What follows belongs to an exercise in optimizing a design on an open flow for a short achievable clock period and few clock cycles; a production flow would make more cautious choices.
Only simulation tests tie the RTL to the original design; equivalence was not proved.
No activity file was given, so power comes from the tool's default toggle rates.

==> trial 29: inputs <==
==> flow/design.v (excerpt) <==
module riscv(
	input wire clk,
	input wire rst,
	input wire[31:0] inst,
	output wire[31:0] inst_addr,
	output wire ce,
	input wire[31:0] rdata,
	output wire[31:0] ram_waddr,
	output wire[31:0] ram_wdata,
	output wire ram_wreg,
	output wire[31:0] raddr
);
clock: 9.0 ns
lec_check: 0
abc_clock_period_in_ps: 3000
cap_margin: 20
core_margin: 2
core_utilization: 40
gpl_timing_driven: 1
slew_margin: 20
standard.sh (not shown) runs the stock make flow with config.mk's settings and CLKGATE_MAP_FILE= SYNTH_SCRIPT=/design/flow/synth_recipe.tcl, a recipe that flattens the netlist after the stock synthesis.
==> flow/flow/run.sh <==
#!/bin/bash
# The standard layout, with timing repair aimed at a tighter period than the
# 9 ns clock (setup margin of 5.8 ns, so repair works towards 3.2 ns) and
# port buffers of a fixed drive strength.
set -euo pipefail
bash standard.sh SETUP_SLACK_MARGIN=5.8 'BUFFER_PORTS_ARGS=-buffer_cell sky130_fd_sc_hd__buf_4' finish > standard_flow.log 2>&1
==> build 81 (differences from trial 29) <==
--- a/flow/design.v
+++ b/flow/design.v
@@ -49,11 +49,11 @@
 	reg [31:2] btb_tgt;
 	reg        d_valid;
 	reg [31:0] d_ir;
 	reg [31:0] d_pc;
 	reg [31:0] d_pc4;
-	reg [12:2]  d_jlo;
+	reg [19:2]  d_jlo;
 	reg         d_jc;
 	reg [11:2]  d_blo;
 	reg         d_bc;
 	reg [31:20] d_pcj_p, d_pcj_m;
 	reg [31:12] d_pcb_p, d_pcb_m;
@@ -110,21 +110,22 @@
 	wire [31:0] sum, diff;
 	ks_add #(32) add0 (.a(e_a), .b(e_b), .cin(1'b0), .s(sum), .cout());
 	ks_add #(32) sub0 (.a(e_a), .b(~e_b), .cin(1'b1), .s(diff), .cout());
 	wire [31:0] sra  = $signed(e_sa) >>> e_sh;
 	wire [31:0] e_target = e_jalr ? {sum[31:2], 2'b00} : e_alt;
-	wire [31:0] res_oth =
+	wire [31:0] res =
+		({32{e_r_add}}  & sum) |
+		({32{e_r_sub}}  & diff) |
 		({32{e_r_sll}}  & (e_sa << e_sh)) |
 		({32{e_r_srl}}  & (e_sa >> e_sh)) |
 		({32{e_r_sra}}  & sra) |
 		({32{e_r_slt}}  & {31'd0, lt}) |
 		({32{e_r_sltu}} & {31'd0, ltu}) |
 		({32{e_r_xor}}  & (e_a ^ e_b)) |
 		({32{e_r_or}}   & (e_a | e_b)) |
 		({32{e_r_and}}  & (e_a & e_b)) |
 		({32{e_r_link}} & e_alt);
-	wire [31:0] res = ({32{e_r_add}} & sum) | ({32{e_r_sub}} & diff) | res_oth;
 	wire [31:0] st_data = (e_f3 == 3'b010) ? e_sd :
 	                      (e_f3 == 3'b001) ? {16'd0, e_sd[15:0]} :
 	                      (e_f3 == 3'b000) ? {24'd0, e_sd[7:0]} : 32'd0;
 	reg [31:0] ld_data;
 	always @(*) begin
@@ -157,14 +158,13 @@
 	wire [31:0] imm_i = {{20{d_ir[31]}}, d_ir[31:20]};
 	wire [31:0] imm_s = {{20{d_ir[31]}}, d_ir[31:25], d_ir[11:7]};
 	wire [31:0] imm_b = {{20{d_ir[31]}}, d_ir[7], d_ir[30:25], d_ir[11:8], 1'b0};
 	wire [31:0] imm_u = {d_ir[31:12], 12'b0};
 	wire d_sgn = d_ir[31];
-	wire [20:13] d_jmid = {1'b0, d_pc[19:13]} + {1'b0, d_ir[19:13]} + {7'd0, d_jc};
-	wire [31:20] d_tj_hi = (d_jmid[20] == d_sgn) ? d_pc[31:20] : d_jmid[20] ? d_pcj_p : d_pcj_m;
+	wire [31:20] d_tj_hi = (d_jc == d_sgn) ? d_pc[31:20] : d_jc ? d_pcj_p : d_pcj_m;
 	wire [31:12] d_tb_hi = (d_bc == d_sgn) ? d_pc[31:12] : d_bc ? d_pcb_p : d_pcb_m;
-	wire [31:2] d_tgt_j = {d_tj_hi, d_jmid[19:13], d_jlo};
+	wire [31:2] d_tgt_j = {d_tj_hi, d_jlo};
 	wire [31:2] d_tgt_b = {d_tb_hi, d_blo};
 	wire [31:2] d_tgt = is_jal ? d_tgt_j : d_tgt_b;
 	wire d_back = is_br && d_ir[31];
 	wire d_pred = is_jal || d_back;
 	wire [31:0] rf1 = (w_wen && w_rd == rs1) ? w_data : rf[rs1];
@@ -180,40 +180,19 @@
 	wire sel_a_e = fe1 && !z1 && !is_lui && !is_auipc;
 	wire sel_b_e = fe2 && !z2 && (is_op | is_br);
 	wire sel_s_e = fe2 && !z2;
 	wire [31:0] a_old = is_lui ? 32'd0 : is_auipc ? d_pc : old1;
 	wire [31:0] b_old = (is_op | is_br) ? old2 : is_st ? imm_s : (is_lui | is_auipc) ? imm_u : imm_i;
-	wire ka_a = sel_a_e & e_r_add, ks_a = sel_a_e & e_r_sub;
-	wire ka_b = sel_b_e & e_r_add, ks_b = sel_b_e & e_r_sub;
-	wire s_ca = fe1 && !z1;
-	wire ka_ca = s_ca & e_r_add, ks_ca = s_ca & e_r_sub;
-	wire s_cb = fe2 && !z2 && !is_opi;
-	wire ka_cb = s_cb & e_r_add, ks_cb = s_cb & e_r_sub;
-	wire ka_s = sel_s_e & e_r_add, ks_s = sel_s_e & e_r_sub;
-	wire s_sh = is_op && sel_s_e;
-	wire ka_sh = s_sh & e_r_add, ks_sh = s_sh & e_r_sub;
-	wire [31:0] a_slow  = sel_a_e ? res_oth : a_old;
-	wire [31:0] b_slow  = sel_b_e ? res_oth : b_old;
-	wire [31:0] ca_slow = s_ca ? res_oth : old1;
-	wire [31:0] cb_slow = s_cb ? res_oth : is_opi ? imm_i : old2;
-	wire [31:0] sa_slow = sel_a_e ? res_oth : old1;
-	wire [31:0] sd_slow = sel_s_e ? res_oth : old2;
-	wire [4:0]  sh_slow = s_sh ? res_oth[4:0] : !is_op ? d_ir[24:20] : old2[4:0];
-	wire [31:0] a_new  = ({32{ka_a}} & sum) | ({32{ks_a}} & diff) | a_slow;
-	wire [31:0] b_new  = ({32{ka_b}} & sum) | ({32{ks_b}} & diff) | b_slow;
-	wire [31:0] ca_new = ({32{ka_ca}} & sum) | ({32{ks_ca}} & diff) | ca_slow;
-	wire [31:0] cb_new = ({32{ka_cb}} & sum) | ({32{ks_cb}} & diff) | cb_slow;
-	wire [31:0] sa_new = ({32{ka_a}} & sum) | ({32{ks_a}} & diff) | sa_slow;
-	wire [31:0] sd_new = ({32{ka_s}} & sum) | ({32{ks_s}} & diff) | sd_slow;
-	wire [4:0]  sh_new = ({5{ka_sh}} & sum[4:0]) | ({5{ks_sh}} & diff[4:0]) | sh_slow;
+	wire [31:0] a_new = sel_a_e ? res : a_old;
+	wire [31:0] b_new = sel_b_e ? res : b_old;
 	wire stall = d_valid && (
 	             (e_ldw && ((use1 && e_rd == rs1) || (use2 && e_rd == rs2))) ||
 	             (m_ldw && ((use1 && m_rd == rs1) || (use2 && m_rd == rs2))));
 	wire go = d_valid && !stall && !e_redirect;
 	wire btb_hit = btb_v && btb_tag == pc[31:2];
 	wire [31:0] pc4 = pc + 32'd4;
-	wire [13:2] f_jlo = {1'b0, pc[12:2]} + {1'b0, inst[12], inst[20], inst[30:22]};
+	wire [20:2] f_jlo = {1'b0, pc[19:2]} + {1'b0, inst[19:12], inst[20], inst[30:22]};
 	wire [12:2] f_blo = {1'b0, pc[11:2]} + {1'b0, inst[7], inst[30:25], inst[11:9]};
 	wire d_redirect = d_valid && !stall && (d_btb ? !d_back : d_pred);
 	wire [31:0] d_redirect_tgt = d_btb ? d_pc4 : {d_tgt, 2'b00};
 	always @(posedge clk) begin
 		if (rst) begin
@@ -243,12 +222,12 @@
 		end
 		if (!stall) begin
 			d_ir <= inst;
 			d_pc <= pc;
 			d_pc4 <= pc4;
-			d_jlo <= f_jlo[12:2];
-			d_jc <= f_jlo[13];
+			d_jlo <= f_jlo[19:2];
+			d_jc <= f_jlo[20];
 			d_blo <= f_blo[11:2];
 			d_bc <= f_blo[12];
 			d_pcj_p <= pc[31:20] + 12'd1;
 			d_pcj_m <= pc[31:20] - 12'd1;
 			d_pcb_p <= pc[31:12] + 20'd1;
@@ -286,15 +265,15 @@
 		end
 		e_rd <= rd;
 		e_f3 <= f3;
 		e_a  <= a_new;
 		e_b  <= b_new;
-		e_ca <= ca_new;
-		e_cb <= cb_new;
-		e_sa <= sa_new;
-		e_sh <= sh_new;
-		e_sd <= sd_new;
+		e_ca <= (fe1 && !z1) ? res : old1;
+		e_cb <= is_opi ? imm_i : (fe2 && !z2) ? res : old2;
+		e_sa <= sel_a_e ? res : old1;
+		e_sh <= !is_op ? d_ir[24:20] : sel_s_e ? res[4:0] : old2[4:0];
+		e_sd <= sel_s_e ? res : old2;
 		e_alt <= (is_br && !d_back) ? {d_tgt_b, 2'b00} : d_pc4;
 		e_r_add  <= is_lui | is_auipc | is_ld | is_st |
 		            (is_opi & f3 == 3'b000) | (is_op & f3 == 3'b000 & !d_ir[30]);
 		e_r_sub  <= is_op & f3 == 3'b000 & d_ir[30];
 		e_r_sll  <= (is_opi | is_op) & f3 == 3'b001;
==> build 48 (differences from trial 29) <==
--- a/flow/design.v
+++ b/flow/design.v
@@ -56,10 +56,12 @@
 	reg [11:2]  d_blo;
 	reg         d_bc;
 	reg [31:20] d_pcj_p, d_pcj_m;
 	reg [31:12] d_pcb_p, d_pcb_m;
 	reg        d_btb;
+	reg        d_is_lui, d_is_auipc, d_is_jal, d_is_jalr, d_is_br, d_is_ld;
+	reg        d_is_st, d_is_opi, d_is_op, d_use1, d_use2, d_wr;
 	reg        e_wen;
 	reg        e_ldw;
 	reg [4:0]  e_rd;
 	reg        e_ld;
 	reg        e_st;
@@ -70,14 +72,16 @@
 	reg [31:0] e_a;      
 	reg [31:0] e_b;
 	reg [31:0] e_ca;     
 	reg [31:0] e_cb;
 	reg [31:0] e_sa;     
-	reg [4:0]  e_sh;
+	reg [4:0]  e_shl;    
+	reg [4:0]  e_shr;    
 	reg [31:0] e_sd;
 	reg [31:0] e_alt;
-	reg        e_r_add, e_r_sub, e_r_sll, e_r_srl, e_r_sra, e_r_slt, e_r_sltu;
+	reg        e_cin;
+	reg        e_r_add, e_r_sll, e_r_srl, e_r_sra, e_r_slt, e_r_sltu;
 	reg        e_r_xor, e_r_or, e_r_and, e_r_link;
 	reg        m_wen;
 	reg [4:0]  m_rd;
 	reg        m_ld;
 	reg        m_st;
@@ -105,26 +109,25 @@
 	wire lt  = (e_ca[31] ^ e_cb[31]) ? e_ca[31] : ltu;
 	wire e_redirect = e_force |
 		(e_r_eq & eq) | (e_r_ne & !eq) |
 		(e_r_lt & lt) | (e_r_ge & !lt) |
 		(e_r_ltu & ltu) | (e_r_geu & !ltu);
-	wire [31:0] sum, diff;
-	ks_add #(32) add0 (.a(e_a), .b(e_b), .cin(1'b0), .s(sum), .cout());
-	ks_add #(32) sub0 (.a(e_a), .b(~e_b), .cin(1'b1), .s(diff), .cout());
-	wire [31:0] sra  = $signed(e_sa) >>> e_sh;
+	wire [31:0] sum;
+	ks_add #(32) add0 (.a(e_a), .b(e_b), .cin(e_cin), .s(sum), .cout());
+	wire [32:0] sr33 = $signed({e_r_sra & e_sa[31], e_sa}) >>> e_shr;
+	wire [31:0] sr = sr33[31:0];
 	wire [31:0] e_target = e_jalr ? {sum[31:2], 2'b00} : e_alt;
 	wire [31:0] res_oth =
-		({32{e_r_sll}}  & (e_sa << e_sh)) |
-		({32{e_r_srl}}  & (e_sa >> e_sh)) |
-		({32{e_r_sra}}  & sra) |
+		({32{e_r_sll}}  & (e_sa << e_shl)) |
+		({32{e_r_srl | e_r_sra}} & sr) |
 		({32{e_r_slt}}  & {31'd0, lt}) |
 		({32{e_r_sltu}} & {31'd0, ltu}) |
 		({32{e_r_xor}}  & (e_a ^ e_b)) |
 		({32{e_r_or}}   & (e_a | e_b)) |
 		({32{e_r_and}}  & (e_a & e_b)) |
 		({32{e_r_link}} & e_alt);
-	wire [31:0] res = ({32{e_r_add}} & sum) | ({32{e_r_sub}} & diff) | res_oth;
+	wire [31:0] res = ({32{e_r_add}} & sum) | res_oth;
 	wire [31:0] st_data = (e_f3 == 3'b010) ? e_sd :
 	                      (e_f3 == 3'b001) ? {16'd0, e_sd[15:0]} :
 	                      (e_f3 == 3'b000) ? {24'd0, e_sd[7:0]} : 32'd0;
 	reg [31:0] ld_data;
 	always @(*) begin
@@ -140,22 +143,22 @@
 	wire [6:0] opc = d_ir[6:0];
 	wire [4:0] rd  = d_ir[11:7];
 	wire [2:0] f3  = d_ir[14:12];
 	wire [4:0] rs1 = d_ir[19:15];
 	wire [4:0] rs2 = d_ir[24:20];
-	wire is_lui   = opc == 7'b0110111;
-	wire is_auipc = opc == 7'b0010111;
-	wire is_jal   = opc == 7'b1101111;
-	wire is_jalr  = opc == 7'b1100111;
-	wire is_br    = opc == 7'b1100011;
-	wire is_ld    = opc == 7'b0000011;
-	wire is_st    = opc == 7'b0100011;
-	wire is_opi   = opc == 7'b0010011;
-	wire is_op    = opc == 7'b0110011;
-	wire use1 = is_jalr | is_br | is_ld | is_st | is_opi | is_op;
-	wire use2 = is_br | is_st | is_op;
-	wire wr   = (is_lui | is_auipc | is_jal | is_jalr | is_ld | is_opi | is_op) & (rd != 5'd0);
+	wire is_lui   = d_is_lui;
+	wire is_auipc = d_is_auipc;
+	wire is_jal   = d_is_jal;
+	wire is_jalr  = d_is_jalr;
+	wire is_br    = d_is_br;
+	wire is_ld    = d_is_ld;
+	wire is_st    = d_is_st;
+	wire is_opi   = d_is_opi;
+	wire is_op    = d_is_op;
+	wire use1 = d_use1;
+	wire use2 = d_use2;
+	wire wr   = d_wr;
 	wire [31:0] imm_i = {{20{d_ir[31]}}, d_ir[31:20]};
 	wire [31:0] imm_s = {{20{d_ir[31]}}, d_ir[31:25], d_ir[11:7]};
 	wire [31:0] imm_b = {{20{d_ir[31]}}, d_ir[7], d_ir[30:25], d_ir[11:8], 1'b0};
 	wire [31:0] imm_u = {d_ir[31:12], 12'b0};
 	wire d_sgn = d_ir[31];
@@ -179,44 +182,61 @@
 	wire [31:0] old2 = z2 ? 32'd0 : fm2 ? m_res : rf2;
 	wire sel_a_e = fe1 && !z1 && !is_lui && !is_auipc;
 	wire sel_b_e = fe2 && !z2 && (is_op | is_br);
 	wire sel_s_e = fe2 && !z2;
 	wire [31:0] a_old = is_lui ? 32'd0 : is_auipc ? d_pc : old1;
-	wire [31:0] b_old = (is_op | is_br) ? old2 : is_st ? imm_s : (is_lui | is_auipc) ? imm_u : imm_i;
-	wire ka_a = sel_a_e & e_r_add, ks_a = sel_a_e & e_r_sub;
-	wire ka_b = sel_b_e & e_r_add, ks_b = sel_b_e & e_r_sub;
+	wire d_sub = is_op & f3 == 3'b000 & d_ir[30];
+	wire [31:0] b_old = (is_op | is_br) ? (d_sub ? ~old2 : old2) : is_st ? imm_s : (is_lui | is_auipc) ? imm_u : imm_i;
+	wire ka_a = sel_a_e & e_r_add;
+	wire ka_b = sel_b_e & e_r_add;
 	wire s_ca = fe1 && !z1;
-	wire ka_ca = s_ca & e_r_add, ks_ca = s_ca & e_r_sub;
+	wire ka_ca = s_ca & e_r_add;
 	wire s_cb = fe2 && !z2 && !is_opi;
-	wire ka_cb = s_cb & e_r_add, ks_cb = s_cb & e_r_sub;
-	wire ka_s = sel_s_e & e_r_add, ks_s = sel_s_e & e_r_sub;
-	wire s_sh = is_op && sel_s_e;
-	wire ka_sh = s_sh & e_r_add, ks_sh = s_sh & e_r_sub;
+	wire ka_cb = s_cb & e_r_add;
+	wire ka_s = sel_s_e & e_r_add;
+	wire is_sl = f3 == 3'b001;
+	wire is_sr = f3 == 3'b101;
+	wire s_shl = is_op && is_sl && sel_s_e;
+	wire s_shr = is_op && is_sr && sel_s_e;
+	wire ka_shl = s_shl & e_r_add;
+	wire ka_shr = s_shr & e_r_add;
 	wire [31:0] a_slow  = sel_a_e ? res_oth : a_old;
 	wire [31:0] b_slow  = sel_b_e ? res_oth : b_old;
 	wire [31:0] ca_slow = s_ca ? res_oth : old1;
 	wire [31:0] cb_slow = s_cb ? res_oth : is_opi ? imm_i : old2;
 	wire [31:0] sa_slow = sel_a_e ? res_oth : old1;
 	wire [31:0] sd_slow = sel_s_e ? res_oth : old2;
-	wire [4:0]  sh_slow = s_sh ? res_oth[4:0] : !is_op ? d_ir[24:20] : old2[4:0];
-	wire [31:0] a_new  = ({32{ka_a}} & sum) | ({32{ks_a}} & diff) | a_slow;
-	wire [31:0] b_new  = ({32{ka_b}} & sum) | ({32{ks_b}} & diff) | b_slow;
-	wire [31:0] ca_new = ({32{ka_ca}} & sum) | ({32{ks_ca}} & diff) | ca_slow;
-	wire [31:0] cb_new = ({32{ka_cb}} & sum) | ({32{ks_cb}} & diff) | cb_slow;
-	wire [31:0] sa_new = ({32{ka_a}} & sum) | ({32{ks_a}} & diff) | sa_slow;
-	wire [31:0] sd_new = ({32{ka_s}} & sum) | ({32{ks_s}} & diff) | sd_slow;
-	wire [4:0]  sh_new = ({5{ka_sh}} & sum[4:0]) | ({5{ks_sh}} & diff[4:0]) | sh_slow;
+	wire [4:0]  shl_slow = s_shl ? res_oth[4:0] : (is_op && is_sl) ? old2[4:0] : d_ir[24:20];
+	wire [4:0]  shr_slow = s_shr ? res_oth[4:0] : (is_op && is_sr) ? old2[4:0] : d_ir[24:20];
+	wire [31:0] a_new  = ({32{ka_a}} & sum) | a_slow;
+	wire [31:0] b_new  = ({32{ka_b}} & sum) | b_slow;
+	wire [31:0] ca_new = ({32{ka_ca}} & sum) | ca_slow;
+	wire [31:0] cb_new = ({32{ka_cb}} & sum) | cb_slow;
+	wire [31:0] sa_new = ({32{ka_a}} & sum) | sa_slow;
+	wire [31:0] sd_new = ({32{ka_s}} & sum) | sd_slow;
+	wire [4:0]  shl_new = ({5{ka_shl}} & sum[4:0]) | shl_slow;
+	wire [4:0]  shr_new = ({5{ka_shr}} & sum[4:0]) | shr_slow;
 	wire stall = d_valid && (
 	             (e_ldw && ((use1 && e_rd == rs1) || (use2 && e_rd == rs2))) ||
-	             (m_ldw && ((use1 && m_rd == rs1) || (use2 && m_rd == rs2))));
+	             (m_ldw && ((use1 && m_rd == rs1) || (use2 && m_rd == rs2))) ||
+	             (d_sub && !z2 && e_wen && e_rd == rs2));
 	wire go = d_valid && !stall && !e_redirect;
 	wire btb_hit = btb_v && btb_tag == pc[31:2];
 	wire [31:0] pc4 = pc + 32'd4;
 	wire [13:2] f_jlo = {1'b0, pc[12:2]} + {1'b0, inst[12], inst[20], inst[30:22]};
 	wire [12:2] f_blo = {1'b0, pc[11:2]} + {1'b0, inst[7], inst[30:25], inst[11:9]};
 	wire d_redirect = d_valid && !stall && (d_btb ? !d_back : d_pred);
 	wire [31:0] d_redirect_tgt = d_btb ? d_pc4 : {d_tgt, 2'b00};
+	wire f_lui   = inst[6:0] == 7'b0110111;
+	wire f_auipc = inst[6:0] == 7'b0010111;
+	wire f_jal   = inst[6:0] == 7'b1101111;
+	wire f_jalr  = inst[6:0] == 7'b1100111;
+	wire f_br    = inst[6:0] == 7'b1100011;
+	wire f_ld    = inst[6:0] == 7'b0000011;
+	wire f_st    = inst[6:0] == 7'b0100011;
+	wire f_opi   = inst[6:0] == 7'b0010011;
+	wire f_op    = inst[6:0] == 7'b0110011;
 	always @(posedge clk) begin
 		if (rst) begin
 			pc <= 32'd0;
 			btb_v <= 1'b0;
 			d_valid <= 1'b0;
@@ -252,10 +272,22 @@
 			d_pcj_p <= pc[31:20] + 12'd1;
 			d_pcj_m <= pc[31:20] - 12'd1;
 			d_pcb_p <= pc[31:12] + 20'd1;
 			d_pcb_m <= pc[31:12] - 20'd1;
 			d_btb <= btb_hit;
+			d_is_lui   <= f_lui;
+			d_is_auipc <= f_auipc;
+			d_is_jal   <= f_jal;
+			d_is_jalr  <= f_jalr;
+			d_is_br    <= f_br;
+			d_is_ld    <= f_ld;
+			d_is_st    <= f_st;
+			d_is_opi   <= f_opi;
+			d_is_op    <= f_op;
+			d_use1     <= f_jalr | f_br | f_ld | f_st | f_opi | f_op;
+			d_use2     <= f_br | f_st | f_op;
+			d_wr       <= (f_lui | f_auipc | f_jal | f_jalr | f_ld | f_opi | f_op) & (inst[11:7] != 5'd0);
 		end
 	end
 	always @(posedge clk) begin
 		if (rst || !go) begin
 			e_wen <= 1'b0;
@@ -289,16 +321,17 @@
 		e_a  <= a_new;
 		e_b  <= b_new;
 		e_ca <= ca_new;
 		e_cb <= cb_new;
 		e_sa <= sa_new;
-		e_sh <= sh_new;
+		e_shl <= shl_new;
+		e_shr <= shr_new;
 		e_sd <= sd_new;
 		e_alt <= (is_br && !d_back) ? {d_tgt_b, 2'b00} : d_pc4;
 		e_r_add  <= is_lui | is_auipc | is_ld | is_st |
-		            (is_opi & f3 == 3'b000) | (is_op & f3 == 3'b000 & !d_ir[30]);
-		e_r_sub  <= is_op & f3 == 3'b000 & d_ir[30];
+		            (is_opi & f3 == 3'b000) | (is_op & f3 == 3'b000);
+		e_cin    <= d_sub;
 		e_r_sll  <= (is_opi | is_op) & f3 == 3'b001;
 		e_r_srl  <= (is_opi | is_op) & f3 == 3'b101 & !d_ir[30];
 		e_r_sra  <= (is_opi | is_op) & f3 == 3'b101 & d_ir[30];
 		e_r_slt  <= (is_opi | is_op) & f3 == 3'b010;
 		e_r_sltu <= (is_opi | is_op) & f3 == 3'b011;
==> qor summary <==
quantity	trial 29	build 48	build 81
Status	finished clean	finished clean	finished clean
Cell count after synthesis	6301	6073	6229
Std-Cell Core Area	0.210 mm2	0.207 mm2	0.210 mm2
Crit path buffers/inverters	2	5	6
Data arrival time of the critical path	4.07 ns	4.11 ns	4.35 ns
Worst path most repeated cell	sky130_fd_sc_hd__mux4_2	sky130_fd_sc_hd__buf_4	sky130_fd_sc_hd__buf_6
Dpl cells	8947	8759	8893
Layout overhead on the synthesized area	22.6%	21.7%	23.8%
Crit Reg-Reg Endpoint	e_cb[26]$_DFF_P_	e_cb[28]$_DFF_P_	e_a[13]$_DFF_P_
Count of cell types in the netlist	106	91	99
Launch point of the worst reg-to-reg path	e_sh[0]$_DFF_P_	e_b[0]$_DFF_P_	e_b[1]$_DFF_P_
Final antenna diode count	6	3	6
Setup Buffers After CTS	224	184	263
Static power due to leakage	37.3 nW	36.5 nW	37.5 nW
Antenna violations before repair	18	11	18
Overall die width	464 um	460 um	463 um
Chip height	464 um	460 um	463 um
Flops & latches, synth	1686	1696	1693
Post-synthesis net count	6527	6267	6453
GR Util met1	37.7%	36.8%	38.4%
Fraction of post-synthesis cell area in the top cell type by area	43.7%	44.6%	44.1%
Routing usage on met2	47.9%	48.5%	46.1%
Testbench counts of trial 29, summed over its fixed seeds: cycles 26,998.
Testbench counts of build 81, summed over its fixed seeds: cycles 26,998.
Testbench counts of build 48, summed over its fixed seeds: cycles 27,019.

## what the ideal ports hide
Ports are ideal in the flow. The routed layouts listed here were re-timed in OpenROAD. Step 1 (the two cells are an assumption about what drives the block):
set clk [get_ports {clk}]
set_driving_cell -lib_cell sky130_fd_sc_hd__clkbuf_16 $clk
set_driving_cell -lib_cell sky130_fd_sc_hd__buf_2 [delete_from_list [all_inputs] $clk]
Step 2 moves the port delays by t, midway between the first and last clock arrival at a register: inputs arrive t later, outputs are due t later. That takes back most of the time a late clock gives input paths. a / b / c = ideal / step 1 / step 2; a / b = the first two.
run | shift t [ns] | slack for setup (ns) | clock arrival spread, ns | slew at the worst register clock pin (ns)
trial 29 | 0.932 | 5.617 / 5.572 / 5.151 | 0.079 / 0.079 | 0.08 / 0.08
build 81 | 0.952 | 5.391 / 5.391 / 4.859 | 0.070 / 0.069 | 0.07 / 0.07
build 48 | 0.925 | 5.598 / 5.573 / 5.094 | 0.056 / 0.057 | 0.07 / 0.07
After both steps every run listed still meets setup and hold. For build 81, which loses most, drivers alone change the setup slack by 0.000 ns; drivers and shift together by -0.532 ns.
